From an optimization exercise on the open Yosys and OpenROAD flow, aimed at small area, a short achievable clock period and few clock cycles; shortcuts taken in it are not production practice. At most, simulation tests tie the RTL to the original design; equivalence was not proved. The RTL of runs 1 and 2 was laid out without a check of its function. Power is estimated from default activity; no workload was simulated.

[design.v]
module alu (
   input  logic [31:0]  i_a,
   input  logic [31:0]  i_b,
   input  logic         i_sub,       
   input  logic         i_arith,     
   input  logic         i_left,      
   input  logic         i_sel_sum,
   input  logic         i_sel_sh,
   input  logic         i_sel_xor,
   input  logic         i_sel_or,
   input  logic         i_sel_and,
   input  logic         i_sel_lt,
   input  logic         i_sel_ltu,
   input  logic         i_sel_b,
   output logic [31:0]  o_result,
   output logic         o_lt,
   output logic         o_ltu
);
   logic [32:0] sum;
   logic [31:0] shin, shout, shr;
   assign sum   = {1'b0, i_a} + {1'b0, i_b ^ {32{i_sub}}} + {32'd0, i_sub};
   assign o_ltu = ~sum[32];
   assign o_lt  = (i_a[31] ^ i_b[31]) ? i_a[31] : sum[31];
   always_comb begin
      for (int i = 0; i < 32; i++) shin[i] = i_left ? i_a[31-i] : i_a[i];
   end
   assign shr = 32'($signed({i_arith & i_a[31], shin}) >>> i_b[4:0]);
   always_comb begin
      for (int i = 0; i < 32; i++) shout[i] = i_left ? shr[31-i] : shr[i];
   end
   assign o_result = ({32{i_sel_sum}} & sum[31:0])
                   | ({32{i_sel_sh}}  & shout)
                   | ({32{i_sel_xor}} & (i_a ^ i_b))
                   | ({32{i_sel_or}}  & (i_a | i_b))
                   | ({32{i_sel_and}} & (i_a & i_b))
                   | ({32{i_sel_b}}   & i_b)
                   | {31'd0, (i_sel_lt & o_lt) | (i_sel_ltu & o_ltu)};
endmodule
module reg_file (
   input  logic         clk,
   input  logic         i_wr_en,
   input  logic [4:0]   i_wr_addr,
   input  logic [31:0]  i_wr_dt,
   input  logic [4:0]   i_rd_addr_1,
   input  logic [4:0]   i_rd_addr_2,
   output logic [31:0]  o_rd_dt_1,
   output logic [31:0]  o_rd_dt_2
);
   logic [31:0] regs [1:31];
   always_ff @(posedge clk) begin
      if (i_wr_en) regs[i_wr_addr] <= i_wr_dt;
   end
   always_comb begin
      o_rd_dt_1 = '0;
      o_rd_dt_2 = '0;
      for (int i = 1; i < 32; i++) begin
         o_rd_dt_1 = o_rd_dt_1 | ({32{i_rd_addr_1 == 5'(i)}} & regs[i]);
         o_rd_dt_2 = o_rd_dt_2 | ({32{i_rd_addr_2 == 5'(i)}} & regs[i]);
      end
   end
endmodule
module ariscv #(
   parameter NBW_ACLK      = 6,
   parameter NBW_INST      = 32,
   parameter NBW_REGISTER  = 32,
   parameter NBW_ADDR      = 5,
   parameter NBW_PC        = 32
)(
   input  logic                        clk,
   input  logic                        rst_async_n,
   input  logic [NBW_INST-1:0]         i_inst,
   output logic [NBW_PC-1:0]           o_pc,
   output logic [NBW_REGISTER-1:0]     o_writeData,
   output logic [NBW_REGISTER-1:0]     o_writeAddr,
   output logic                        o_memWrite,
   output logic [2:0]                  o_writeWidth,
   input  logic [NBW_REGISTER-1:0]     i_readData
);
   localparam logic [4:0] OP_LOAD = 5'b00000, OP_STORE = 5'b01000, OP_BRANCH = 5'b11000,
                          OP_JALR = 5'b11001, OP_JAL   = 5'b11011, OP_OPIMM  = 5'b00100,
                          OP_OP   = 5'b01100, OP_AUIPC = 5'b00101, OP_LUI    = 5'b01101;
   logic          x_redirect;
   logic [11:2]   x_target;
   logic          d_stall;
   logic [11:2]   pc_q;
   logic [4:0]    f_op;
   logic          f_jal, f_br, f_pred, f_auipc;
   logic [11:2]   f_off, f_target;
   logic [12:2]   f_pc4;
   logic [12:2]   f_alt;
   assign o_pc = {20'd0, pc_q, 2'b00};
   assign f_op    = i_inst[6:2];
   assign f_jal   = (f_op == OP_JAL);
   assign f_br    = (f_op == OP_BRANCH) & (i_inst[31] | i_inst[12]);
   assign f_pred  = f_jal | f_br;
   assign f_auipc = (f_op == OP_AUIPC);
   assign f_off   = f_jal ? {i_inst[20], i_inst[30:22]} : {i_inst[7], i_inst[30:25], i_inst[11:9]};
   assign f_target = pc_q + f_off;
   assign f_pc4   = {1'b0, pc_q} + 11'd1;
   assign f_alt   = f_auipc ? {1'b0, pc_q} : (f_pred | (f_op != OP_BRANCH)) ? f_pc4 : {1'b0, f_target};
   always_ff @(posedge clk or negedge rst_async_n) begin
      if (!rst_async_n)    pc_q <= '0;
      else if (x_redirect) pc_q <= x_target;
      else if (d_stall)    pc_q <= pc_q;
      else if (f_pred)     pc_q <= f_target;
      else                 pc_q <= f_pc4[11:2];
   end
   logic          d_valid;
   logic [31:0]   d_ir;
   logic          d_pred;
   logic [12:2]   d_alt;
   always_ff @(posedge clk or negedge rst_async_n) begin
      if (!rst_async_n)  d_valid <= 1'b0;
      else if (!d_stall) d_valid <= ~x_redirect;
      else               d_valid <= d_valid & ~x_redirect;
   end
   always_ff @(posedge clk) begin
      if (!d_stall) begin
         d_ir   <= i_inst;
         d_pred <= f_pred;
         d_alt  <= f_alt;
      end
   end
   logic [4:0]    d_op;
   logic [2:0]    d_f3;
   logic [4:0]    d_rs1, d_rs2, d_rd;
   logic [31:0]   d_imm;
   logic          d_wen, d_useimm, d_mem, d_opx;
   logic [31:0]   d_rd1, d_rd2;
   assign d_op  = d_ir[6:2];
   assign d_f3  = d_ir[14:12];
   assign d_rs1 = d_ir[19:15];
   assign d_rs2 = d_ir[24:20];
   assign d_rd  = d_ir[11:7];
   always_comb begin
      case (d_op)
         OP_STORE: d_imm = {{20{d_ir[31]}}, d_ir[31:25], d_ir[11:7]};
         OP_LUI:   d_imm = {d_ir[31:12], 12'd0};
         OP_AUIPC: d_imm = {d_ir[31:12], d_alt[11:2], 2'b00};
         default:  d_imm = {{20{d_ir[31]}}, d_ir[31:20]};
      endcase
   end
   assign d_wen    = (d_op != OP_STORE) & (d_op != OP_BRANCH) & (d_rd != 5'd0);
   assign d_useimm = (d_op != OP_OP) & (d_op != OP_BRANCH) & (d_op != OP_STORE);
   assign d_mem    = (d_op == OP_LOAD) | (d_op == OP_STORE) | (d_op == OP_JALR);
   assign d_opx    = (d_op == OP_OP) | (d_op == OP_OPIMM);
   logic          x_valid, x_wen;
   logic [4:0]    x_rd;
   logic [31:0]   x_result;
   logic          x_we;
   logic          fwd_a, fwd_b;
   assign x_we  = x_valid & x_wen;
   assign fwd_a = x_we & (x_rd == d_rs1);
   assign fwd_b = x_we & (x_rd == d_rs2) & ~d_useimm;
   assign d_stall = d_valid & d_mem & fwd_a;
   reg_file uu_rf (
      .clk         (clk),
      .i_wr_en     (x_we),
      .i_wr_addr   (x_rd),
      .i_wr_dt     (x_result),
      .i_rd_addr_1 (d_rs1),
      .i_rd_addr_2 (d_rs2),
      .o_rd_dt_1   (d_rd1),
      .o_rd_dt_2   (d_rd2)
   );
   logic [31:0]   x_a, x_b;
   logic [11:0]   x_addr;
   logic [2:0]    x_f3;
   logic          x_sub, x_arith, x_left;
   logic          x_sel_sum, x_sel_sh, x_sel_xor, x_sel_or, x_sel_and, x_sel_lt, x_sel_ltu, x_sel_b;
   logic          x_load, x_store, x_branch, x_jalr, x_link;
   logic          x_pred;
   logic [12:2]   x_alt;
   always_ff @(posedge clk or negedge rst_async_n) begin
      if (!rst_async_n) x_valid <= 1'b0;
      else              x_valid <= d_valid & ~x_redirect & ~d_stall;
   end
   always_ff @(posedge clk) begin
      x_a       <= fwd_a ? x_result : d_rd1;
      x_b       <= fwd_b ? x_result : (d_useimm ? d_imm : d_rd2);
      x_addr    <= d_rd1[11:0] + d_imm[11:0];
      x_rd      <= d_rd;
      x_wen     <= d_wen;
      x_f3      <= d_f3;
      x_sub     <= (d_op == OP_BRANCH) | (d_opx & (d_f3[2:1] == 2'b01)) |
                   ((d_op == OP_OP) & (d_f3 == 3'd0) & d_ir[30]);
      x_arith   <= d_ir[30];
      x_left    <= ~d_f3[2];
      x_sel_sum <= d_opx & (d_f3 == 3'd0);
      x_sel_sh  <= d_opx & (d_f3[1:0] == 2'b01);
      x_sel_xor <= d_opx & (d_f3 == 3'd4);
      x_sel_or  <= d_opx & (d_f3 == 3'd6);
      x_sel_and <= d_opx & (d_f3 == 3'd7);
      x_sel_lt  <= d_opx & (d_f3 == 3'd2);
      x_sel_ltu <= d_opx & (d_f3 == 3'd3);
      x_sel_b   <= (d_op == OP_LUI) | (d_op == OP_AUIPC);
      x_load    <= (d_op == OP_LOAD);
      x_store   <= (d_op == OP_STORE);
      x_branch  <= (d_op == OP_BRANCH);
      x_jalr    <= (d_op == OP_JALR);
      x_link    <= (d_op == OP_JAL) | (d_op == OP_JALR);
      x_pred    <= d_pred;
      x_alt     <= d_alt;
   end
   logic [31:0]   x_alu;
   logic          x_lt, x_ltu, x_eq, x_cond, x_taken;
   alu uu_alu (
      .i_a       (x_a),
      .i_b       (x_b),
      .i_sub     (x_sub),
      .i_arith   (x_arith),
      .i_left    (x_left),
      .i_sel_sum (x_sel_sum),
      .i_sel_sh  (x_sel_sh),
      .i_sel_xor (x_sel_xor),
      .i_sel_or  (x_sel_or),
      .i_sel_and (x_sel_and),
      .i_sel_lt  (x_sel_lt),
      .i_sel_ltu (x_sel_ltu),
      .i_sel_b   (x_sel_b),
      .o_result  (x_alu),
      .o_lt      (x_lt),
      .o_ltu     (x_ltu)
   );
   assign x_eq = (x_a == x_b);
   always_comb begin
      case (x_f3[2:1])
         2'b00:   x_cond = x_eq;
         2'b10:   x_cond = x_lt;
         default: x_cond = x_ltu;
      endcase
   end
   assign x_taken = x_cond ^ x_f3[0];
   assign x_redirect = x_valid & (x_jalr | (x_branch & (x_taken ^ x_pred)));
   assign x_target   = x_jalr ? x_addr[11:2] : x_alt[11:2];
   assign x_result = x_load ? i_readData : (x_alu | {19'd0, {11{x_link}} & x_alt, 2'b00});
   assign o_writeAddr  = {20'd0, x_addr};
   assign o_writeData  = x_b;
   assign o_writeWidth = x_f3;
   assign o_memWrite   = x_valid & x_store;
endmodule
[run.sh]
#!/bin/bash
# synth_recipe.tcl (not shown) runs the flow's synth.tcl, then flattens the netlist and writes it again
# the make line also repeats each setting of config.mk as NAME=value (left out here)
make -C /OpenROAD-flow-scripts/flow DESIGN_CONFIG=/design/flow/config.mk WORK_HOME=/design/flow/orfs CLKGATE_MAP_FILE= SYNTH_SCRIPT=/design/flow/synth_recipe.tcl finish
[config.mk]
export PLATFORM = sky130hd
export DESIGN_NAME = ariscv
export DESIGN_NICKNAME = ariscv
export VERILOG_FILES = /design/flow/design.v
export SDC_FILE = /design/flow/constraint.sdc
export NUM_CORES = 8
export LEC_CHECK = 0
export CAP_MARGIN = 20
export CORE_MARGIN = 2
export CORE_UTILIZATION = 40
export SETUP_SLACK_MARGIN = 5
export SLEW_MARGIN = 20
[constraint.sdc]
create_clock -name core_clock -period 11.0 [get_ports {clk}]
set_input_delay 2.2000 -clock core_clock [delete_from_list [all_inputs] [get_ports {clk}]]
set_output_delay 2.2000 -clock core_clock [all_outputs]
set_load 0.01 [all_outputs]
==> impl_metrics.json, run 1 <==
{
  "vias": 47600,
  "core_um2": 137300,
  "track_usage_pct": 36.30,
  "antenna_found_initial": 11,
  "min_path_type": "flop to flop",
  "syn_avg_cell_area_um2": 12.79,
  "peakVddDrop_mv": 0.1292,
  "leakagePower_nw": 21.49,
  "synth_top_cell_area_share_pct": 56.19,
  "post-route-period-util_pct": 53.08,
  "fillCellCount": 12110,
  "fin_tns_setup_ns": 0,
  "setup.worst_path.class": "flop to flop",
  "yosysWarnings": 3,
  "grt_start_max_net_pins": 62,
  "synthTopCellsByArea": "edfxtp_1 56%, a22oi_1 6.7%, dfxtp_1 4.1%",
  "cts_hold_buf": 0,
  "synth_edf_count": 1034,
  "ys_types": 77,
  "syn_area_um2": 55260,
  "critPathCaptureType": "flop",
  "hold_viol_final": 0,
  "tightest_slew_ns": 1.354,
  "p_per_area_nw_per_um2": 173.2,
  "asyncSetResetFlopFracSynth_pct": 1.035,
  "fmax_mhz": 171.3,
  "min_period_ns": 5.838,
  "netlist_instances": 4320,
  "grt_pass1_vias": 43640,
  "dp_hpwl_um": 147400,
  "clock_latency_ns": 0.76,
  "io_buffers": 121,
  "maxCapViolations": 0,
  "die_h_um": 375.7,
  "crit_required_ns": 11.68,
  "grt_first_pass_wirelength_um": 355400,
  "utilization_pct": 45.80,
  "start_util_pct": 40.24,
  "cp_max_fo": 19,
  "drtIter0Drc": 11310,
  "std_cell_rows": 136,
  "slew_viol_final": 0,
  "cts_setup_buffers": 0,
  "ys_seq_area_share_pct": 60.82,
  "cts-root-buf": "clkbuf_16",
  "critPathLaunchType": "flop",
  "cts-buffers-inserted": 110,
  "drive_gt1_share_pct": 11.74,
  "synth-seq-cells": 1159,
  "routedWlPerCell_um": 42.15,
  "ys.flop_type": "edfxtp_1",
  "cts.path.max_buffers": 3,
  "rsz0062_at_grt": "true",
  "ant_nets": 0,
  "ios": 166,
  "mostFrequentLayoutCell": "edfxtp_1",
  "dieArea_um2": 141100,
  "wl_um": 265200,
  "relSlewSlack_pct": 9.750,
  "drtPass1Iterations": 9,
  "h-tree-depth": 3,
  "final_nets": 4582,
  "cts_resized": 1,
  "clock_sinks": 1159,
  "area_growth_pct": 13.80,
  "critPathArrivalTime_ns": 6.52,
  "grt_overflow_total": 0,
  "status": "finished clean",
  "gp_congestion": 0.9685,
  "setup_viol": 0,
  "clkTransAtPathRegs_ns": 0.07,
  "viasPerCell": 7.567,
  "layout_common_cells": "1034 x edfxtp_1, 490 x a22oi_1, 240 x nand2_1, 212 x a22o_1, 172 x a221oi_1",
  "cts_tree": "done",
  "synth_top_area_cell": "edfxtp_1",
  "drc": 0,
  "die_x_um": 375.7,
  "fin_skew_ns": 0.03724
}
## stage by stage
| step | setup slack [ns] | instance area [um^2] | power (mW) | hold WS (ns) | instances |
|---|---|---|---|---|---|
| 2_1_floorplan | 5.610 | 55420 | 6.324 | 0.3233 | 4361 |
| 3_3_place_gp | 4.192 | 59290 | 7.101 | 0.3318 | 6076 |
| 3_5_place_dp | 4.183 | 59290 | 7.113 | 0.3350 | 6076 |
| 4_1_cts | 5.120 | 62800 | 10.80 | 0.3424 | 6281 |
| 5_1_grt | 4.945 | 62870 | 11.16 | 0.3479 | 6284 |
| 6_report | 5.162 | 62890 | 10.89 | 0.3402 | 6290 |
## cell type report
| class | instances | area (um^2) | share of cell area (%) |
|---|---|---|---|
| multi-input cells | 2743 | 20720 | 32.95 |
| flip-flops and latches | 1159 | 33620 | 53.45 |
| diodes | 6 | 15.01 | 0.02387 |
| clock inverters | 65 | 529.3 | 0.8416 |
| repair buffers | 269 | 2352 | 3.740 |
| inverters | 114 | 429.2 | 0.6824 |
| clock buffers | 140 | 2979 | 4.737 |
| well taps | 1794 | 2245 | 3.569 |
## routing by layer
metal  up-vias  wire, um  GRT usage [%]
li1      17760         -              -
met1     23050     87260          43.77
met2      5252    108900          52.65
met3      1513     46200          16.03
met4        16     22660          23.48
met5         -       108              0
## state kept, by name (all words and copies together) (netlist names), 3 cells and up
register / flops
x_rd: 5
x_f3: 3
pc_q: 10
x_addr: 12
d_alt: 11
x_b: 32
x_a: 32
x_alt: 11
uu_rf.regs: 992
d_ir: 30
## report_power, final
part / switching (mW) / internal (mW) / total (mW)
Sequential: 0.260 / 5.00 / 5.26
Combinational: 1.16 / 0.691 / 1.85
Clock: 1.72 / 2.06 / 3.78
## cell usage after synthesis (all sizes together) (15+ instances only)
library cell,instances
nor2,230
nand4,92
inv,112
mux4,42
a21oi,135
buf,97
a21o,19
edfxtp,1034
nand2,240
o211ai,32
o21ai,111
or3,15
a31oi,23
a221oi,173
clkbuf,248
ha,116
a221o,71
xnor2,34
mux2i,38
xor2,53
nor4,37
mux2,38
dfxtp,113
a22o,212
a22oi,490
or4,20
nand3,104
nor3,61
o21a,20
and3,30
a222oi,72
nand3b,18
## path summary, 6_finish.rpt
check,start,endpoint,slack (ns),depth (start not counted)
setup / recovery,d_ir[15]$_DFFE_PN_,x_addr[10]$_DFF_P_,5.16,18
hold / removal,d_alt[12]$_SDFFCE_PP0N_,x_alt[12]$_DFF_P_,0.34,0
setup reg to reg,d_ir[15]$_DFFE_PN_,x_addr[10]$_DFF_P_,5.16,18
hold reg to reg,d_alt[12]$_SDFFCE_PP0N_,x_alt[12]$_DFF_P_,0.34,0
max in group asynchronous,rst_async_n,pc_q[10]$_DFFE_PN0P_,8.80,1
min in group asynchronous,rst_async_n,d_valid$_DFF_PN0_,1.81,1
## worst max-delay path: stages (launching register included)
cell	delay, ns
edfxtp_1	0.67
nand2b_1	0.74
nor2_4	0.36
buf_4	0.44
a22oi_1	0.22
nand3_1	0.11
or4_1	0.77
ha_1	0.35
fa_1	0.46
a21o_1	0.20
a21oi_1	0.22
o21bai_1	0.10
a21oi_1	0.22
nor2b_1	0.08
o21a_1	0.18
o21ai_0	0.23
nand2b_1	0.09
a21oi_1	0.19
xnor2_1	0.13
## cells by family after synthesis
group	Yosys count	synth area share, %
AOI/OAI and AO/OA	1464	20.39
other	1	0.006786
adders and majority gates	119	2.735
buffers and inverters	459	3.439
muxes	118	3.188
and+or+nand+nor	913	8.035
xor gates and xnor gates	87	1.379
DFF	1159	60.82
==> run 2: changes to the inputs <==
--- a/design.v
+++ b/design.v
@@ -41,8 +41,10 @@
    input  logic         i_wr_en,
    input  logic [4:0]   i_wr_addr,
    input  logic [31:0]  i_wr_dt,
-   input  logic [4:0]   i_rd_addr_1,
-   input  logic [4:0]   i_rd_addr_2,
+   input  logic [3:0]   i_rd1_lo,
+   input  logic [7:0]   i_rd1_hi,
+   input  logic [3:0]   i_rd2_lo,
+   input  logic [7:0]   i_rd2_hi,
    output logic [31:0]  o_rd_dt_1,
    output logic [31:0]  o_rd_dt_2
 );
@@ -54,8 +56,8 @@
       o_rd_dt_1 = '0;
       o_rd_dt_2 = '0;
       for (int i = 1; i < 32; i++) begin
-         o_rd_dt_1 = o_rd_dt_1 | ({32{i_rd_addr_1 == 5'(i)}} & regs[i]);
-         o_rd_dt_2 = o_rd_dt_2 | ({32{i_rd_addr_2 == 5'(i)}} & regs[i]);
+         o_rd_dt_1 = o_rd_dt_1 | ({32{i_rd1_lo[i%4] & i_rd1_hi[i/4]}} & regs[i]);
+         o_rd_dt_2 = o_rd_dt_2 | ({32{i_rd2_lo[i%4] & i_rd2_hi[i/4]}} & regs[i]);
       end
    end
 endmodule
@@ -85,7 +87,7 @@
    logic [11:2]   pc_q;
    logic [4:0]    f_op;
    logic          f_jal, f_br, f_pred, f_auipc;
-   logic [11:2]   f_off, f_target;
+   logic [11:2]   f_tj, f_tb, f_target;
    logic [12:2]   f_pc4;
    logic [12:2]   f_alt;
    assign o_pc = {20'd0, pc_q, 2'b00};
@@ -94,21 +96,25 @@
    assign f_br    = (f_op == OP_BRANCH) & (i_inst[31] | i_inst[12]);
    assign f_pred  = f_jal | f_br;
    assign f_auipc = (f_op == OP_AUIPC);
-   assign f_off   = f_jal ? {i_inst[20], i_inst[30:22]} : {i_inst[7], i_inst[30:25], i_inst[11:9]};
-   assign f_target = pc_q + f_off;
+   assign f_tj    = pc_q + {i_inst[20], i_inst[30:22]};
+   assign f_tb    = pc_q + {i_inst[7], i_inst[30:25], i_inst[11:9]};
+   assign f_target = f_jal ? f_tj : f_tb;
    assign f_pc4   = {1'b0, pc_q} + 11'd1;
-   assign f_alt   = f_auipc ? {1'b0, pc_q} : (f_pred | (f_op != OP_BRANCH)) ? f_pc4 : {1'b0, f_target};
+   assign f_alt   = f_auipc ? {1'b0, pc_q} : (f_pred | (f_op != OP_BRANCH)) ? f_pc4 : {1'b0, f_tb};
    always_ff @(posedge clk or negedge rst_async_n) begin
       if (!rst_async_n)    pc_q <= '0;
       else if (x_redirect) pc_q <= x_target;
       else if (d_stall)    pc_q <= pc_q;
-      else if (f_pred)     pc_q <= f_target;
+      else if (f_jal)      pc_q <= f_tj;
+      else if (f_br)       pc_q <= f_tb;
       else                 pc_q <= f_pc4[11:2];
    end
    logic          d_valid;
    logic [31:0]   d_ir;
    logic          d_pred;
    logic [12:2]   d_alt;
+   logic [3:0]    d_rs1_lo, d_rs2_lo;
+   logic [7:0]    d_rs1_hi, d_rs2_hi;
    always_ff @(posedge clk or negedge rst_async_n) begin
       if (!rst_async_n)  d_valid <= 1'b0;
       else if (!d_stall) d_valid <= ~x_redirect;
@@ -119,6 +125,14 @@
          d_ir   <= i_inst;
          d_pred <= f_pred;
          d_alt  <= f_alt;
+         for (int i = 0; i < 4; i++) begin
+            d_rs1_lo[i] <= (i_inst[16:15] == 2'(i));
+            d_rs2_lo[i] <= (i_inst[21:20] == 2'(i));
+         end
+         for (int i = 0; i < 8; i++) begin
+            d_rs1_hi[i] <= (i_inst[19:17] == 3'(i));
+            d_rs2_hi[i] <= (i_inst[24:22] == 3'(i));
+         end
       end
    end
    logic [4:0]    d_op;
@@ -158,8 +172,10 @@
       .i_wr_en     (x_we),
       .i_wr_addr   (x_rd),
       .i_wr_dt     (x_result),
-      .i_rd_addr_1 (d_rs1),
-      .i_rd_addr_2 (d_rs2),
+      .i_rd1_lo    (d_rs1_lo),
+      .i_rd1_hi    (d_rs1_hi),
+      .i_rd2_lo    (d_rs2_lo),
+      .i_rd2_hi    (d_rs2_hi),
       .o_rd_dt_1   (d_rd1),
       .o_rd_dt_2   (d_rd2)
    );
==> flow/run.sh (new file) <==
#!/bin/bash
# The standard layout, with the resizer asked for more setup slack than
# the 11 ns clock needs. The SDC and every other setting are the standard flow's own.
# ORFS writes each step's log under orfs/logs/; the make output goes to flow.log.
set -o pipefail
bash standard.sh SETUP_SLACK_MARGIN=6.5 finish > flow.log 2>&1
==> standard.sh (new file) <==
#!/bin/bash
# synth_recipe.tcl (not shown) runs the flow's synth.tcl, then flattens the netlist and writes it again
# the make line also repeats each setting of config.mk as NAME=value (left out here)
make -C /OpenROAD-flow-scripts/flow DESIGN_CONFIG=/design/flow/config.mk WORK_HOME=/design/flow/orfs CLKGATE_MAP_FILE= SYNTH_SCRIPT=/design/flow/synth_recipe.tcl "${@:-finish}"
--- a/config.mk
+++ b/config.mk
@@ -8,5 +8,4 @@
 export CAP_MARGIN = 20
 export CORE_MARGIN = 2
 export CORE_UTILIZATION = 40
-export SETUP_SLACK_MARGIN = 5
 export SLEW_MARGIN = 20
removed: run.sh
==> run 2 against run 1 <==
  * Still clean
  * Via count rose by 2.0%
  * Core utilization rose by 0.63 points
  * Register-to-register slack improved by 1.3 ns
  * Design area rose by 3.3%
  * Global-route usage rose by 0.13 points
  * First-iteration DRC count rose by 1.4%
  * Worst setup slack improved by 1.3 ns
  * Sequential cell count rose by 24
  * Clock-buffer cell count rose by 16
  * Critical path type unchanged
==> impl_metrics.json, run 2 <==
{
  "power_frac_seq_pct": 45.6,
  "cts-root-buf": "clkbuf_16",
  "min_path_type": "flop to flop",
  "track_usage_pct": 36.43,
  "h-tree-depth": 4,
  "reg2reg_slack_ns": 6.49,
  "largest_reg_flops": 992,
  "setup_ws_ns": 6.491,
  "rsz0062_at_grt": "true",
  "utilization_pct": 46.43,
  "leakagePower_nw": 22.09,
  "cp-endpoint": "uu_rf.regs[12][17]$_DFFE_PP_",
  "cts.path.max_buffers": 3,
  "gp_congestion": 0.9732,
  "maxCapViolations": 0,
  "io_buffers": 121,
  "synth_edf_count": 1058,
  "cpMostUsedCell": "a21oi_1",
  "ant_nets": 0,
  "synth_top_cell_area_share_pct": 56.17,
  "clock_sinks": 1183,
  "wl_met1_um": 91050,
  "cp_slowest_cell": "a21oi_1",
  "wl_um": 276200,
  "viasPerCell": 7.579,
  "drive_gt1_share_pct": 13.85,
  "antenna_found_initial": 13,
  "status": "finished clean",
  "dr_wl_met2_um": 111900,
  "cts_tree": "done",
  "place_ws_ns": 5.448,
  "largest_registers": "uu_rf.regs (992), x_a (32), x_b (32)",
  "startpoint": "x_sub$_DFF_P_",
  "layout_common_cells": "1058 x edfxtp_1, 363 x a22oi_1, 294 x a221oi_1, 279 x a22o_1, 176 x buf_4",
  "pwr-share-clk_pct": 37.3,
  "clock_latency_ns": 0.81,
  "ios": 166,
  "ys.flop_type": "edfxtp_1",
  "r2r-start": "x_sub$_DFF_P_",
  "grt_overflow_total": 0,
  "critPathLaunchType": "flop",
  "p_int_mw": 8.333,
  "ys_top_cells_by_count": "1058 x edfxtp_1, 363 x a22oi_1, 296 x a221oi_1",
  "syn_avg_cell_area_um2": 13.08,
  "combPwrFrac_pct": 17.1,
  "peakVddDrop_mv": 0.1598,
  "top_layer": "met5",
  "relSlewSlack_pct": 16.97,
  "p_per_area_nw_per_um2": 181.3,
  "fin_skew_ns": 0.05704,
  "asyncSetResetFlopFracSynth_pct": 1.014,
  "synth-seq-cells": 1183,
  "netSwitchingPower_mw": 3.442,
  "area_growth_pct": 14.81,
  "vias": 48570,
  "place_area_um2": 60280,
  "final_cell_area_um2": 64940,
  "slew_viol_final": 0,
  "setup.worst_path.class": "flop to flop",
  "fmax_mhz": 221.8,
  "routedWlPerCell_um": 43.10,
  "post-route-period-util_pct": 40.99,
  "clkTransAtPathRegs_ns": 0.06,
  "grt_first_pass_wirelength_um": 366900,
  "crit_cells": 12,
  "dieArea_um2": 144400,
  "cts_hold_buf": 0,
  "crit_family": "compound AO/OA/AOI/OAI gates",
  "reg2regPathDepth": 12,
  "finalPower_mw": 11.77,
  "top_register": "uu_rf.regs",
  "path_cells": "buf_12 > xor2_1 > ha_1 > a21oi_1 > a21boi_0 > a311o_1 > a21oi_1 > o21ai_1 > a31oi_1 > xnor2_1 > a21oi_1 > nor2_2",
  "grt_start_max_net_pins": 58,
  "die_h_um": 380.1,
  "netlist_instances": 4323,
  "crit_required_ns": 11.43,
  "drc": 0,
  "tightest_slew_ns": 1.236,
  "synthTopCellsByArea": "edfxtp_1 56%, a22oi_1 4.8%, a221oi_1 4.6%",
  "cp_max_fo": 32,
  "grt_pass1_vias": 44550,
  "cts-buffers-inserted": 130,
  "core_um2": 139900,
  "final_nets": 4606,
  "dp_hpwl_um": 158600,
  "syn_area_um2": 56570,
  "synth_top_area_cell": "edfxtp_1",
  "critPathCaptureType": "flop",
  "die_x_um": 380.1,
  "cpPeakStageDelay_ns": 0.87,
  "critPathArrivalTime_ns": 4.94,
  "yosysWarnings": 3,
  "setup_viol": 0,
  "std_cell_rows": 137,
  "drtIter0Drc": 11460,
  "mostFrequentLayoutCell": "edfxtp_1",
  "worst-path-buf-inv": 1,
  "wl_met3_um": 45930,
  "ys_types": 94,
  "swShare_pct": 29.23,
  "ys_seq_area_share_pct": 60.70,
  "r2r_end": "uu_rf.regs[12][17]$_DFFE_PP_",
  "fin_tns_setup_ns": 0,
  "start_util_pct": 40.44,
  "yosysMostFrequentCell": "edfxtp_1",
  "hold_viol_final": 0,
  "drtPass1Iterations": 11,
  "min_period_ns": 4.509
}
## run 2: changes by cell type in the layout (fill, tap and decap cells not counted), sizes merged, moves of 38 or more
| cell | previous run | this run |
|---|---|---|
| nor2 | 230 | 143 |
| buf | 148 | 186 |
| and2 | 13 | 74 |
| nand2 | 240 | 172 |
| a22oi | 490 | 363 |
| a221o | 71 | 2 |
| a221oi | 173 | 298 |
| a22o | 212 | 279 |
## run 2: cell type report
class	instances	area [um^2]
fillers	12460	74930
flip-flops and latches	1183	34340
clock buffers	156	3392
repair buffers	309	2704
diodes	13	32.53
multi-input cells	2668	20820
well taps	1876	2347
clock inverters	79	820.8
inverters	122	469.2
repair inverters	3	22.52
## run 2: what timing repair did
action	CTS	global route
setup buffers	6	7
endpoints found under the setup margin	347	309
gates cloned	2	3
gates resized for setup	31	29
pin swaps	3	4
## run 2: worst min-delay path by stage
| stage | start | slack [ns] | to | cells past startpoint |
|---|---|---|---|---|
| after global placement | d_alt[12]$_SDFFCE_PP0N_ | 0.33 | x_alt[12]$_DFF_P_ | 0 |
| after CTS | d_alt[12]$_SDFFCE_PP0N_ | 0.35 | x_alt[12]$_DFF_P_ | 0 |
| final | d_alt[12]$_SDFFCE_PP0N_ | 0.35 | x_alt[12]$_DFF_P_ | 0 |
| after floorplan | d_alt[12]$_SDFFCE_PP0N_ | 0.32 | x_alt[12]$_DFF_P_ | 0 |
| after global routing | d_pred$_DFFE_PN_ | 0.35 | x_pred$_DFF_P_ | 0 |
| after detailed placement | d_alt[12]$_SDFFCE_PP0N_ | 0.33 | x_alt[12]$_DFF_P_ | 0 |
## run 2: cell families (layout without fill, tap and decap cells)
logic type               after synthesis  count (layout)  synth area share (%)
flip-flops                          1183            1183                 60.70
AO/OA/AOI/OAI                       1481            1482                 20.41
other                                  1              55              0.006629
adder cells (fa/ha/maj)              123             123                 2.774
buffers and inverters                515             669                 3.860
AND/OR/NAND/NOR                      811             812                 7.308
XOR/XNOR                              87              87                 1.347
multiplexers                         122             122                 3.601
## run 2: power by group through the flow
stage,Sequential (mW),Clock [mW],Combinational (mW)
after floorplan,5.34,0,1.17
after global placement,5.45,0,1.89
after detailed placement,5.45,0,1.90
after CTS,5.36,4.38,1.92
after global routing,5.38,4.55,2.11
final,5.37,4.39,2.02
## run 2: through the flow
step | std cells | hold slack (ns)
after floorplan | 4364 | 0.3233
after global placement | 6141 | 0.3279
after detailed placement | 6141 | 0.3311
after CTS | 6384 | 0.3450
after global routing | 6400 | 0.3501
final | 6409 | 0.3460
## run 2: per-layer routing
metal | up-vias | GRT usage (%)
met3 | 1646 | 15.13
met2 | 5462 | 51.89
li1 | 17930 | -
met5 | - | 0.7937
met1 | 23520 | 44.19
met4 | 18 | 26.46
==> run 3: changes to the inputs <==
--- a/design.v
+++ b/design.v
@@ -113,6 +113,8 @@
    logic [31:0]   d_ir;
    logic          d_pred;
    logic [12:2]   d_alt;
+   logic          d_useimm, d_mem, d_wen, d_opx, d_load, d_store, d_branch, d_jalr, d_link, d_upper;
+   logic [1:0]    d_immsel;
    logic [3:0]    d_rs1_lo, d_rs2_lo;
    logic [7:0]    d_rs1_hi, d_rs2_hi;
    always_ff @(posedge clk or negedge rst_async_n) begin
@@ -125,6 +127,17 @@
          d_ir   <= i_inst;
          d_pred <= f_pred;
          d_alt  <= f_alt;
+         d_useimm <= (f_op != OP_OP) & (f_op != OP_BRANCH) & (f_op != OP_STORE);
+         d_mem    <= (f_op == OP_LOAD) | (f_op == OP_STORE) | (f_op == OP_JALR);
+         d_wen    <= (f_op != OP_STORE) & (f_op != OP_BRANCH) & (i_inst[11:7] != 5'd0);
+         d_opx    <= (f_op == OP_OP) | (f_op == OP_OPIMM);
+         d_load   <= (f_op == OP_LOAD);
+         d_store  <= (f_op == OP_STORE);
+         d_branch <= (f_op == OP_BRANCH);
+         d_jalr   <= (f_op == OP_JALR);
+         d_link   <= (f_op == OP_JAL) | (f_op == OP_JALR);
+         d_upper  <= (f_op == OP_LUI) | (f_op == OP_AUIPC);
+         d_immsel <= (f_op == OP_STORE) ? 2'd1 : (f_op == OP_LUI) ? 2'd2 : f_auipc ? 2'd3 : 2'd0;
          for (int i = 0; i < 4; i++) begin
             d_rs1_lo[i] <= (i_inst[16:15] == 2'(i));
             d_rs2_lo[i] <= (i_inst[21:20] == 2'(i));
@@ -135,29 +148,22 @@
          end
       end
    end
-   logic [4:0]    d_op;
    logic [2:0]    d_f3;
    logic [4:0]    d_rs1, d_rs2, d_rd;
    logic [31:0]   d_imm;
-   logic          d_wen, d_useimm, d_mem, d_opx;
    logic [31:0]   d_rd1, d_rd2;
-   assign d_op  = d_ir[6:2];
    assign d_f3  = d_ir[14:12];
    assign d_rs1 = d_ir[19:15];
    assign d_rs2 = d_ir[24:20];
    assign d_rd  = d_ir[11:7];
    always_comb begin
-      case (d_op)
-         OP_STORE: d_imm = {{20{d_ir[31]}}, d_ir[31:25], d_ir[11:7]};
-         OP_LUI:   d_imm = {d_ir[31:12], 12'd0};
-         OP_AUIPC: d_imm = {d_ir[31:12], d_alt[11:2], 2'b00};
-         default:  d_imm = {{20{d_ir[31]}}, d_ir[31:20]};
+      case (d_immsel)
+         2'd1:    d_imm = {{20{d_ir[31]}}, d_ir[31:25], d_ir[11:7]};
+         2'd2:    d_imm = {d_ir[31:12], 12'd0};
+         2'd3:    d_imm = {d_ir[31:12], d_alt[11:2], 2'b00};
+         default: d_imm = {{20{d_ir[31]}}, d_ir[31:20]};
       endcase
    end
-   assign d_wen    = (d_op != OP_STORE) & (d_op != OP_BRANCH) & (d_rd != 5'd0);
-   assign d_useimm = (d_op != OP_OP) & (d_op != OP_BRANCH) & (d_op != OP_STORE);
-   assign d_mem    = (d_op == OP_LOAD) | (d_op == OP_STORE) | (d_op == OP_JALR);
-   assign d_opx    = (d_op == OP_OP) | (d_op == OP_OPIMM);
    logic          x_valid, x_wen;
    logic [4:0]    x_rd;
    logic [31:0]   x_result;
@@ -198,8 +204,8 @@
       x_rd      <= d_rd;
       x_wen     <= d_wen;
       x_f3      <= d_f3;
-      x_sub     <= (d_op == OP_BRANCH) | (d_opx & (d_f3[2:1] == 2'b01)) |
-                   ((d_op == OP_OP) & (d_f3 == 3'd0) & d_ir[30]);
+      x_sub     <= d_branch | (d_opx & (d_f3[2:1] == 2'b01)) |
+                   (~d_useimm & d_opx & (d_f3 == 3'd0) & d_ir[30]);
       x_arith   <= d_ir[30];
       x_left    <= ~d_f3[2];
       x_sel_sum <= d_opx & (d_f3 == 3'd0);
@@ -209,12 +215,12 @@
       x_sel_and <= d_opx & (d_f3 == 3'd7);
       x_sel_lt  <= d_opx & (d_f3 == 3'd2);
       x_sel_ltu <= d_opx & (d_f3 == 3'd3);
-      x_sel_b   <= (d_op == OP_LUI) | (d_op == OP_AUIPC);
-      x_load    <= (d_op == OP_LOAD);
-      x_store   <= (d_op == OP_STORE);
-      x_branch  <= (d_op == OP_BRANCH);
-      x_jalr    <= (d_op == OP_JALR);
-      x_link    <= (d_op == OP_JAL) | (d_op == OP_JALR);
+      x_sel_b   <= d_upper;
+      x_load    <= d_load;
+      x_store   <= d_store;
+      x_branch  <= d_branch;
+      x_jalr    <= d_jalr;
+      x_link    <= d_link;
       x_pred    <= d_pred;
       x_alt     <= d_alt;
    end
==> flow/run.sh (replaced) <==
#!/bin/bash
# The standard layout, with the resizer asked for more setup slack than
# the 11 ns clock needs. The SDC and every other setting are the standard flow's own.
# ORFS writes each step's log under orfs/logs/; the make output goes to flow.log.
set -o pipefail
bash standard.sh SETUP_SLACK_MARGIN=7 finish > flow.log 2>&1
==> run 3 against run 2 <==
  * Now fails the layout checks on max-capacitance violations, max-slew violations
  * Cell count up 4.3%
  * Largest power group unchanged
  * Sequential power rose by 0.7%
  * Clock power shrank 9.3%
  * Design area grew 4.6%
  * Critical path type unchanged
  * Synthesized cell count rose by 4.0%
  * Sequential cell count increased by 7
  * Register-to-register slack better by 0.40 ns
  * Worst hold slack got worse by 0.0027 ns
  * Largest cell class unchanged
  * Worst setup slack improved by 0.40 ns
  * Non-clock buffer count up 93
  * Global-route usage grew 0.27 points
  * Sequential share of layout area down 1.9 points
==> impl_metrics.json, run 3 <==
{
  "drtPass1Iterations": 12,
  "drc": 0,
  "hold_viol_final": 0,
  "crit_required_ns": 11.51,
  "syn_area_um2": 57590,
  "synth_top_area_cell": "edfxtp_1",
  "cts-buffers-inserted": 117,
  "peakVddDrop_mv": 0.1695,
  "synth_compound_area_share_pct": 20.35,
  "drive_gt1_share_pct": 18.50,
  "syn_avg_cell_area_um2": 12.81,
  "synth_edf_count": 1065,
  "critPathCaptureType": "flop",
  "synth-seq-cells": 1190,
  "cts_tree": "done",
  "worst-path-buf-inv": 8,
  "yosysMostFrequentCell": "edfxtp_1",
  "utilization_pct": 47.41,
  "final_cell_area_um2": 67950,
  "synth-xor-area-share_pct": 1.308,
  "reg2reg_slack_ns": 6.89,
  "ys.flop_type": "edfxtp_1",
  "leakagePower_nw": 23.09,
  "ys_seq_area_share_pct": 59.98,
  "path_cells": "buf_12 > buf_8 > xor2_4 > ha_4 > buf_6 > nand3_2 > o211ai_1 > buf_4 > o221ai_4 > o31a_1 > o22a_2 > a211oi_4 > buf_4 > o21ai_4 > buf_4 > a31oi_4 > buf_12 > nor2_4 > buf_12",
  "netlist_instances": 4496,
  "cts.path.max_buffers": 3,
  "setup_viol": 0,
  "yosysWarnings": 3,
  "fmax_mhz": 243.4,
  "grt_pass1_vias": 45860,
  "synth_top_cell_area_share_pct": 55.53,
  "grt_start_max_net_pins": 53,
  "synth_top_family_by_area": "compound AO/OA/AOI/OAI gates",
  "rsz0062_at_grt": "true",
  "clock_sinks": 1190,
  "largest_reg_flops": 992,
  "antenna_found_initial": 11,
  "min_to": "x_store$_DFF_P_",
  "tightest_slew_ns": 2.285,
  "place_ws_ns": 5.283,
  "top_register": "uu_rf.regs",
  "critPathLaunchType": "flop",
  "synthSimpleGateAreaFrac_pct": 7.620,
  "die_x_um": 383.4,
  "holdCritStartpoint": "d_store$_DFFE_PN_",
  "reg2regPathDepth": 19,
  "area_growth_pct": 17.99,
  "gp_congestion": 0.9644,
  "setup_ws_ns": 6.892,
  "critPathArrivalTime_ns": 4.61,
  "io_buffers": 121,
  "r2r_end": "uu_rf.regs[18][27]$_DFFE_PP_",
  "drtIter0Drc": 11670,
  "place_area_um2": 61170,
  "std_cell_rows": 139,
  "clock_latency_ns": 0.80,
  "min_path_type": "flop to flop",
  "core_um2": 143300,
  "min_period_ns": 4.108,
  "setup.worst_path.class": "flop to flop",
  "cpPeakStageDelay_ns": 0.40,
  "viasPerCell": 7.552,
  "hold_depth": 0,
  "cts-root-buf": "clkbuf_16",
  "die_h_um": 383.4,
  "post-route-period-util_pct": 37.34,
  "synth_fa_ha_area_share_pct": 2.725,
  "synth_mux_area_share_pct": 4.035,
  "status": "finished with violations",
  "grt_overflow_total": 0,
  "wl_um": 284500,
  "synthTopCellsByArea": "edfxtp_1 56%, a22oi_1 6.2%, dfxtp_1 3.9%",
  "relSlewSlack_pct": -52.36,
  "track_usage_pct": 36.70,
  "layout_common_cells": "1065 x edfxtp_1, 476 x a22oi_1, 237 x a22o_1, 237 x a221oi_1, 215 x buf_4",
  "start_util_pct": 40.18,
  "dieArea_um2": 147000,
  "asyncSetResetFlopFracSynth_pct": 1.008,
  "ios": 166,
  "h-tree-depth": 3,
  "ant_nets": 0,
  "cp_max_fo": 16,
  "fin_skew_ns": 0.1054,
  "cp_slowest_cell": "dfxtp_4",
  "mostFrequentLayoutCell": "edfxtp_1",
  "largest_registers": "uu_rf.regs (992), x_a (32), x_b (32)",
  "crit_family": "compound AO/OA/AOI/OAI gates",
  "so.violations": "max-capacitance violations, max-slew violations",
  "clkTransAtPathRegs_ns": 0.07,
  "fin_tns_setup_ns": 0,
  "final_nets": 4866,
  "slew_viol_final": 5,
  "finalPower_mw": 11.90,
  "vias": 50480,
  "r2r-start": "x_sub$_DFF_P_",
  "dp_hpwl_um": 156600,
  "ys_types": 92,
  "grt_first_pass_wirelength_um": 374800,
  "p_per_area_nw_per_um2": 175.1,
  "maxCapViolations": 1,
  "routedWlPerCell_um": 42.56,
  "ys_top_cells_by_count": "1065 x edfxtp_1, 476 x a22oi_1, 309 x clkbuf_1"
}
-- run 3: changes by cell type after synthesis, moves of 23 or more --
cell	delta
a221oi_1	-44
a222oi_1	-31
a22oi_1	+113
nand2_1	-47
clkbuf_1	+23
a22o_1	-41
nand3_1	+40
mux2i_1	+23
-- run 3: cells by family (layout without fill, tap and decap cells) --
logic type,count (synthesis),after routing
buffers and inverters,552,781
AND/OR/NAND/NOR,842,844
other,1,50
multiplexers,156,156
flip-flops,1190,1190
AO/OA/AOI/OAI,1546,1551
XOR/XNOR,86,86
adder cells (fa/ha/maj),123,123
-- run 3: area by class of cell --
type	count	area, um^2
tap	1903	2381
timing repair buffer	402	4049
multi-input combinational	2802	22390
fill	12590	75360
inverter	142	608.1
sequential	1190	34610
clock buffer	141	3070
clock inverter	74	650.6
timing repair inverter	22	162.7
antenna	8	20.02
-- run 3: how the worst max path moves through the flow --
stage / endpoint / start / slack (ns) / depth (start not counted)
after global placement: uu_rf.regs[11][0]$_DFFE_PP_ / x_sub$_DFF_P_ / 5.39 / 12
final: uu_rf.regs[18][27]$_DFFE_PP_ / x_sub$_DFF_P_ / 6.89 / 19
after detailed placement: uu_rf.regs[7][0]$_DFFE_PP_ / x_sub$_DFF_P_ / 5.28 / 12
after floorplan: pc_q[8]$_DFFE_PN0P_ / i_inst[22] / 6.87 / 12
after CTS: x_addr[10]$_DFF_P_ / d_rs1_lo[3]$_DFFE_PN_ / 6.98 / 18
after global routing: uu_rf.regs[19][29]$_DFFE_PP_ / x_sub$_DFF_P_ / 6.82 / 18
-- run 3: metal layers --
| layer | vias to the layer above | wire, um | global-route usage, % |
|---|---|---|---|
| met3 | 1723 | 51170 | 16.45 |
| met5 | - | 256 | 0.7797 |
| met4 | 12 | 25940 | 24.42 |
| met2 | 5842 | 113900 | 51.89 |
| li1 | 18700 | - | - |
| met1 | 24200 | 93220 | 44.98 |
-- run 3: power by group --
group          internal, mW  switching [mW]
registers              5.15           0.255
logic                  1.01            1.50
clock network          2.16            1.82
-- run 3: per-stage QoR --
step | cells | hold WS (ns)
floorplan | 4537 | 0.3233
global placement | 6292 | 0.3263
detailed placement | 6293 | 0.3269
CTS | 6609 | 0.3443
global route | 6676 | 0.3535
finish | 6684 | 0.3433
-- run 3: repair_timing --
item	4_1_cts	5_1_grt
gates resized for setup	241	156
hold buffers	0	0
pin swaps	31	75
setup endpoints to repair	1093	663
buffers inserted	77	48
gates cloned	24	18
-- run 3: worst reg2reg max path: stages, from the launching register on --
cell and delay, ns:
dfxtp_4 0.40, buf_12 0.17, buf_8 0.13, xor2_4 0.18, ha_4 0.29, buf_6 0.10, nand3_2 0.06, o211ai_1 0.19
buf_4 0.19, o221ai_4 0.18, o31a_1 0.38, o22a_2 0.26, a211oi_4 0.31, buf_4 0.18, o21ai_4 0.06, buf_4 0.15
a31oi_4 0.18, buf_12 0.18, nor2_4 0.06, buf_12 0.20
Testbench counts of run 3, summed over its fixed seeds: cycles 367,173.
==> run 4: changes to the inputs <==
==> flow/run.sh (replaced) <==
#!/bin/bash
# The standard layout, with the resizer asked for more setup slack than
# the 11 ns clock needs. The SDC and every other setting are the standard flow's own.
# ORFS writes each step's log under orfs/logs/; the make output goes to flow.log.
set -o pipefail
bash standard.sh SETUP_SLACK_MARGIN=7.5 finish > flow.log 2>&1
==> run 4 against run 3 <==
  * The run now finishes clean
  * Power grew 4.4%
  * Register-to-register slack improved by 0.18 ns
  * First-iteration DRC count is 9.8% higher
  * Synthesized cell count is the same
  * Clock skew grew 0.014 ns
  * Combinational power rose by 19%
  * Worst hold slack lost 0.00099 ns
  * Largest power group unchanged
==> impl_metrics.json, run 4 <==
{
  "r2r-start": "x_sub$_DFF_P_",
  "cts_hold_buf": 0,
  "io_buffers": 121,
  "cts-buffers-inserted": 115,
  "drive_gt1_share_pct": 27.37,
  "critPathArrivalTime_ns": 4.41,
  "top_register": "uu_rf.regs",
  "slew_viol_final": 0,
  "grt_start_max_net_pins": 54,
  "status": "finished clean",
  "reg2regPathDepth": 15,
  "leakagePower_nw": 24.78,
  "hold_depth": 0,
  "crit_required_ns": 11.48,
  "reg2reg_slack_ns": 7.07,
  "mostFrequentLayoutCell": "edfxtp_1",
  "synth_top_area_cell": "edfxtp_1",
  "finalPower_mw": 12.41,
  "viasPerCell": 7.603,
  "drtPass1Iterations": 12,
  "start_util_pct": 40.18,
  "clock_latency_ns": 0.80,
  "die_h_um": 383.4,
  "setup.worst_path.class": "flop to flop",
  "ys_types": 92,
  "fmax_mhz": 254.3,
  "grt_overflow_total": 0,
  "min_path_type": "flop to flop",
  "dp_hpwl_um": 161500,
  "post-route-period-util_pct": 35.75,
  "fillCellCount": 12190,
  "fin_skew_ns": 0.1198,
  "wl_um": 298400,
  "synth_edf_count": 1065,
  "min_period_ns": 3.932,
  "die_x_um": 383.4,
  "rsz0062_at_grt": "true",
  "cp_max_fo": 8,
  "drc": 0,
  "cts.path.max_buffers": 3,
  "cp_slowest_cell": "o32a_4",
  "asyncSetResetFlopFracSynth_pct": 1.008,
  "syn_avg_cell_area_um2": 12.81,
  "holdCritStartpoint": "d_load$_DFFE_PN_",
  "area_growth_pct": 24.85,
  "layout_common_cells": "1065 x edfxtp_1, 474 x a22oi_1, 350 x buf_4, 238 x a22o_1, 231 x a221oi_1",
  "worst-path-buf-inv": 5,
  "p_per_area_nw_per_um2": 172.7,
  "clkTransAtPathRegs_ns": 0.07,
  "fin_tns_setup_ns": 0,
  "relSlewSlack_pct": 16.63,
  "critPathLaunchType": "flop",
  "ys_seq_area_share_pct": 59.98,
  "cts_tree": "done",
  "largest_registers": "uu_rf.regs (992), x_a (32), x_b (32)",
  "crit_family": "compound AO/OA/AOI/OAI gates",
  "largest_reg_flops": 992,
  "final_nets": 5101,
  "yosysMostFrequentCell": "edfxtp_1",
  "drtIter0Drc": 12820,
  "setup_viol": 0,
  "clock_sinks": 1190,
  "ios": 166,
  "antenna_found_initial": 21,
  "h-tree-depth": 3,
  "grt_pass1_vias": 48330,
  "core_um2": 143300,
  "grt_first_pass_wirelength_um": 396300,
  "routedWlPerCell_um": 43.06,
  "vias": 52700,
  "cts-root-buf": "clkbuf_16",
  "final_cell_area_um2": 71900,
  "hold_viol_final": 0,
  "cpPeakStageDelay_ns": 0.40,
  "peakVddDrop_mv": 0.1428,
  "synthTopCellsByArea": "edfxtp_1 56%, a22oi_1 6.2%, dfxtp_1 3.9%",
  "min_to": "x_load$_DFF_P_",
  "ys.flop_type": "edfxtp_1",
  "yosysWarnings": 3,
  "place_area_um2": 61330,
  "std_cell_rows": 139,
  "syn_area_um2": 57590,
  "gp_congestion": 0.9770,
  "maxCapViolations": 0,
  "track_usage_pct": 38.93,
  "synth_top_cell_area_share_pct": 55.53,
  "ant_nets": 0,
  "tightest_slew_ns": 1.248,
  "ys_top_cells_by_count": "1065 x edfxtp_1, 476 x a22oi_1, 309 x clkbuf_1",
  "r2r_end": "uu_rf.regs[30][28]$_DFFE_PP_",
  "synth-seq-cells": 1190,
  "netlist_instances": 4496,
  "dieArea_um2": 147000,
  "path_cells": "buf_12 > buf_8 > xor2_1 > ha_1 > nand4_1 > buf_4 > nor3_4 > o2111ai_4 > a31oi_4 > o31a_1 > buf_6 > o21a_1 > nor3_4 > buf_6 > o32a_4",
  "critPathCaptureType": "flop"
}
[run 4: cell counts after synthesis]
Identical to the previous run, type by type.
[run 4: worst max path at each step]
stage,end,slack (ns),cells after the start,startpoint
final,uu_rf.regs[30][28]$_DFFE_PP_,7.07,15,x_sub$_DFF_P_
after floorplan,pc_q[8]$_DFFE_PN0P_,6.86,12,i_inst[22]
after global placement,uu_rf.regs[16][16]$_DFFE_PP_,5.71,12,x_b[0]$_DFF_P_
after detailed placement,pc_q[8]$_DFFE_PN0P_,5.69,13,i_inst[22]
after global routing,x_a[28]$_DFF_P_,7.05,16,x_sub$_DFF_P_
after CTS,x_addr[10]$_DFF_P_,7.16,17,d_rs1_lo[3]$_DFFE_PN_
[run 4: worst register-to-register path, cell delays in order (launching register included)]
cell and delay (ns):
dfxtp_4 0.39, buf_12 0.17, buf_8 0.14, xor2_1 0.15, ha_1 0.35, nand4_1 0.14
buf_4 0.19, nor3_4 0.37, o2111ai_4 0.27, a31oi_4 0.23, o31a_1 0.30, buf_6 0.14
o21a_1 0.16, nor3_4 0.06, buf_6 0.17, o32a_4 0.41
[run 4: metrics by stage]
step	setup slack (ns)	utilization, %	hold slack (ns)	cells
floorplan	6.862	-	0.3233	4537
global placement	5.715	42.79	0.3267	6296
detailed placement	5.687	42.79	0.3288	6296
CTS	7.164	48.89	0.3449	6822
global route	7.047	50.15	0.3494	6919
finish	7.068	50.17	0.3423	6931
[run 4: logic make-up after synthesis]
family | Yosys count | synth area share (%)
compound gates | 1546 | 20.35
flops | 1190 | 59.98
simple gates | 842 | 7.620
buf+inv | 552 | 3.976
mux | 156 | 4.035
fa+ha+maj | 123 | 2.725
xor+xnor | 86 | 1.308
other cells | 1 | 0.006512
[run 4: repair_timing]
| item | CTS | global route |
|---|---|---|
| gates resized for setup | 839 | 240 |
| cloned | 52 | 14 |
| endpoints found under the setup margin | 1411 | 1073 |
| setup buffers | 257 | 76 |
| pin swaps | 128 | 111 |
[run 4: per-layer routing]
layer,vias to the layer above,share of wire (%),track usage (%)
met1,25370,32,46.05
li1,19210,-,-
met4,37,9.9,26.58
met5,-,0.41,3.801
met3,1928,19,20.38
met2,6149,39,54.11
[run 4: area by class of cell]
type                       instances  area [um^2]  share of cell area (%)
sequential                      1190        34710                   48.28
timing repair buffer             625         6261                   8.708
inverter                         142        653.1                  0.9084
clock inverter                    81        782.0                   1.088
antenna                           16        40.04                 0.05569
multi-input combinational       2809        23800                   33.11
clock buffer                     136         3039                   4.227
timing repair inverter            29        224.0                  0.3115
tap                             1903         2381                   3.312
[run 4: where the power goes]
group	internal [mW]	switching (mW)
clock network	2.17	1.86
logic	1.27	1.71
registers	5.16	0.252
==> run 5: changes to the inputs <==
==> flow/run.sh (replaced) <==
#!/bin/bash
# The standard layout (standard.sh: its synthesis and ORFS steps, its SDC),
# with these changes to how the layout is made:
#  - the resizer is asked for more setup slack than the 11 ns clock needs;
#  - no gate cloning in timing repair (clones added after the last design
#    repair could leave slew violations);
#  - CTS without dummy loads;
#  - ports buffered with buf_2 instead of the default delay buffer.
# ORFS writes each step's log under orfs/logs/; make's output goes to flow.log.
set -o pipefail
bash standard.sh SETUP_SLACK_MARGIN=7 SKIP_GATE_CLONING=1 \
  "CTS_ARGS=-sink_clustering_enable -repair_clock_nets -dont_use_dummy_load" \
  "BUFFER_PORTS_ARGS=-buffer_cell sky130_fd_sc_hd__buf_2" \
  finish > flow.log 2>&1
==> run 5 against run 4 <==
  * Still clean
  * Wire length decreased by 7.2%
  * Global-route usage shrank 2.8 points
  * Non-clock buffer count down 242
  * Synthesized area is the same
  * Sequential share of layout area is 4.5 points higher
  * Worst setup slack lost 0.089 ns
==> impl_metrics.json, run 5 <==
{
  "status": "finished clean",
  "tightest_slew_ns": 1.332,
  "grt_pass1_vias": 45720,
  "drc": 0,
  "min_period_ns": 4.021,
  "critPathCaptureType": "flop",
  "grt_start_max_net_pins": 43,
  "slew_viol_final": 0,
  "routedWlPerCell_um": 42.40,
  "synth_mux_area_share_pct": 4.035,
  "cts-root-buf": "clkbuf_16",
  "synth-seq-cells": 1190,
  "ys_top_cells_by_count": "1065 x edfxtp_1, 476 x a22oi_1, 309 x clkbuf_1",
  "io_buffers": 121,
  "core_um2": 143300,
  "synth_top_family_by_area": "compound AO/OA/AOI/OAI gates",
  "h-tree-depth": 3,
  "synthSimpleGateAreaFrac_pct": 7.620,
  "synth_top_area_cell": "edfxtp_1",
  "ys.flop_type": "edfxtp_1",
  "fmax_mhz": 248.7,
  "utilization_pct": 45.70,
  "reg2reg_slack_ns": 6.98,
  "peakVddDrop_mv": 0.1501,
  "p_per_area_nw_per_um2": 170.4,
  "maxCapViolations": 0,
  "fin_skew_ns": 0.1022,
  "r2r_end": "x_addr[11]$_DFF_P_",
  "cts-buffers-inserted": 118,
  "reg2regPathDepth": 13,
  "setup_ws_ns": 6.979,
  "drive_gt1_share_pct": 18.04,
  "hold_viol_final": 0,
  "drtIter0Drc": 10960,
  "synth_fa_ha_area_share_pct": 2.725,
  "place_ws_ns": 5.419,
  "die_x_um": 383.4,
  "leakagePower_nw": 22.35,
  "layout.area.seq_um2": 34550,
  "final_nets": 4819,
  "fillCellCount": 12730,
  "clock_sinks": 1190,
  "relSlewSlack_pct": 10.52,
  "setup.worst_path.class": "flop to flop",
  "die_h_um": 383.4,
  "setup_viol": 0,
  "dieArea_um2": 147000,
  "start_util_pct": 40.18,
  "synth_top_cell_area_share_pct": 55.53,
  "mostFrequentLayoutCell": "edfxtp_1",
  "synth-xor-area-share_pct": 1.308,
  "synth_edf_count": 1065,
  "area_growth_pct": 13.74,
  "fin_tns_setup_ns": 0,
  "synth_compound_area_share_pct": 20.35,
  "drtPass1Iterations": 10,
  "wl_um": 277100,
  "min_path_type": "flop to flop",
  "syn_area_um2": 57590,
  "clock_latency_ns": 0.77,
  "hold_slack_ns": 0.3418,
  "ios": 166,
  "startpoint": "d_rs1_hi[2]$_DFFE_PN_",
  "cts_hold_buf": 0,
  "synthTopCellsByArea": "edfxtp_1 56%, a22oi_1 6.2%, dfxtp_1 3.9%",
  "layout_common_cells": "1065 x edfxtp_1, 476 x a22oi_1, 242 x a221oi_1, 238 x a22o_1, 213 x buf_4",
  "grt_first_pass_wirelength_um": 369900,
  "track_usage_pct": 36.11,
  "cp_max_fo": 27,
  "multiInputGateArea_um2": 21980,
  "antenna_found_initial": 7,
  "largest_reg_flops": 992,
  "dp_hpwl_um": 159300,
  "crit_required_ns": 11.59,
  "cp-endpoint": "x_addr[11]$_DFF_P_",
  "cts_tree": "done",
  "yosysMostFrequentCell": "edfxtp_1",
  "ys_types": 92,
  "gp_congestion": 0.9783,
  "netlist_instances": 4496,
  "critPathArrivalTime_ns": 4.61,
  "asyncSetResetFlopFracSynth_pct": 1.008,
  "clkTransAtPathRegs_ns": 0.06,
  "grt_overflow_total": 0,
  "ys_seq_area_share_pct": 59.98,
  "top_register": "uu_rf.regs",
  "cts.path.max_buffers": 3,
  "vias": 49510,
  "ant_nets": 0,
  "post-route-period-util_pct": 36.55,
  "viasPerCell": 7.576,
  "yosysWarnings": 3,
  "syn_avg_cell_area_um2": 12.81,
  "largest_registers": "uu_rf.regs (992), x_a (32), x_b (32)",
  "std_cell_rows": 139,
  "critPathLaunchType": "flop",
  "rsz0062_at_grt": "true",
  "r2r-start": "d_rs1_hi[2]$_DFFE_PN_"
}
-- run 5: cell counts after synthesis --
No cell type changed its count.
-- run 5: what timing repair did --
item                                    in CTS  in global routing
resized for setup                          118                 80
cloned                                       0                  0
endpoints found under the setup margin    1031                565
buffers inserted                            64                 47
pin swaps                                   21                 31
-- run 5: kinds of logic after synthesis --
logic type	after synthesis
adder cells (fa/ha/maj)	123
AO/OA/AOI/OAI	1546
other	1
XOR/XNOR	86
multiplexers	156
flip-flops	1190
buffers and inverters	552
AND/OR/NAND/NOR	842
-- run 5: per-stage QoR --
| stage | instances | area (um^2) | power [mW] |
|---|---|---|---|
| finish | 6535 | 65500 | 11.16 |
| global route | 6532 | 65490 | 11.42 |
| CTS | 6483 | 64640 | 10.94 |
| detailed placement | 6301 | 60600 | 7.457 |
| global placement | 6301 | 60600 | 7.446 |
| floorplan | 4537 | 57910 | 6.668 |
-- run 5: final cells by class --
type / instances / area share, %
Antenna cell: 4 / 0.01528
Clock buffer: 118 / 4.508
Multi-Input combinational cell: 2795 / 33.56
Sequential cell: 1190 / 52.75
Inverter: 142 / 0.9380
Tap cell: 1903 / 3.635
Timing Repair Buffer: 383 / 4.598
-- run 5: power breakdown --
group	internal, mW	switching (mW)
clock network	1.86	1.62
logic	0.856	1.40
registers	5.15	0.274
total	7.87	3.29
-- run 5: critical path, stage by stage (launching register included) --
cell      delay [ns]
edfxtp_1        0.51
and2_2          0.40
buf_6           0.35
a22o_1          0.30
a221oi_1        0.30
nand4_1         0.16
or3_1           0.57
ha_1            0.44
inv_1           0.07
o21bai_1        0.08
a21oi_2         0.19
o21ai_1         0.14
o41ai_2         0.24
xnor2_1         0.12
-- run 5: worst min path at each step --
stage	start	end	slack [ns]	cells past startpoint
floorplan	d_alt[12]$_SDFFCE_PP0N_	x_alt[12]$_DFF_P_	0.32	0
global placement	d_store$_DFFE_PN_	x_store$_DFF_P_	0.33	0
detailed placement	d_pred$_DFFE_PN_	x_pred$_DFF_P_	0.33	0
CTS	d_pred$_DFFE_PN_	x_pred$_DFF_P_	0.35	0
global route	d_jalr$_DFFE_PN_	x_jalr$_DFF_P_	0.35	0
finish	d_jalr$_DFFE_PN_	x_jalr$_DFF_P_	0.34	0
-- run 5: routing by layer --
layer	GRT usage (%)	up-vias	part of all wire, %
met4	22.18	16	8.0
met2	51.35	5604	41
met5	0.9422	-	0.17
met1	44.17	23950	34
li1	-	18480	-
met3	17.00	1457	18

## what the ideal ports hide
Ports are ideal in the flow. The routed layouts listed here were re-timed in OpenROAD. Step 1 assumes that a clkbuf_16 drives the clock port and a buf_2 every other input. Step 2 times the ports against the registers' clock, not the clock port: input delays grow and output delays shrink by t, the midpoint of the rising clock arrivals with the driver on. a / b / c = ideal ports / drivers / drivers and shift; a / b = the first two.
| run | shift t [ns] | setup WS [ns] | worst setup path at the end | latest minus earliest clock arrival (ns) | pins driven straight from the clock port |
|---|---|---|---|---|---|
| run 1 | 0.821 | 5.162 / 5.162 / 4.579 | input to register | 0.037 / 0.038 | 1 |
| run 2 | 0.858 | 6.491 / 6.491 / 5.880 | input to register | 0.058 / 0.058 | 1 |
| run 3 | 0.818 | 6.892 / 6.892 / 6.289 | input to register | 0.108 / 0.107 | 1 |
| run 4 | 0.831 | 7.068 / 7.068 / 6.385 | input to register | 0.120 / 0.120 | 1 |
| run 5 | 0.805 | 6.979 / 6.979 / 6.316 | input to register | 0.103 / 0.102 | 1 |
For run 4, which loses most, drivers alone change the setup slack by 0.000 ns; drivers and shift together by -0.683 ns.
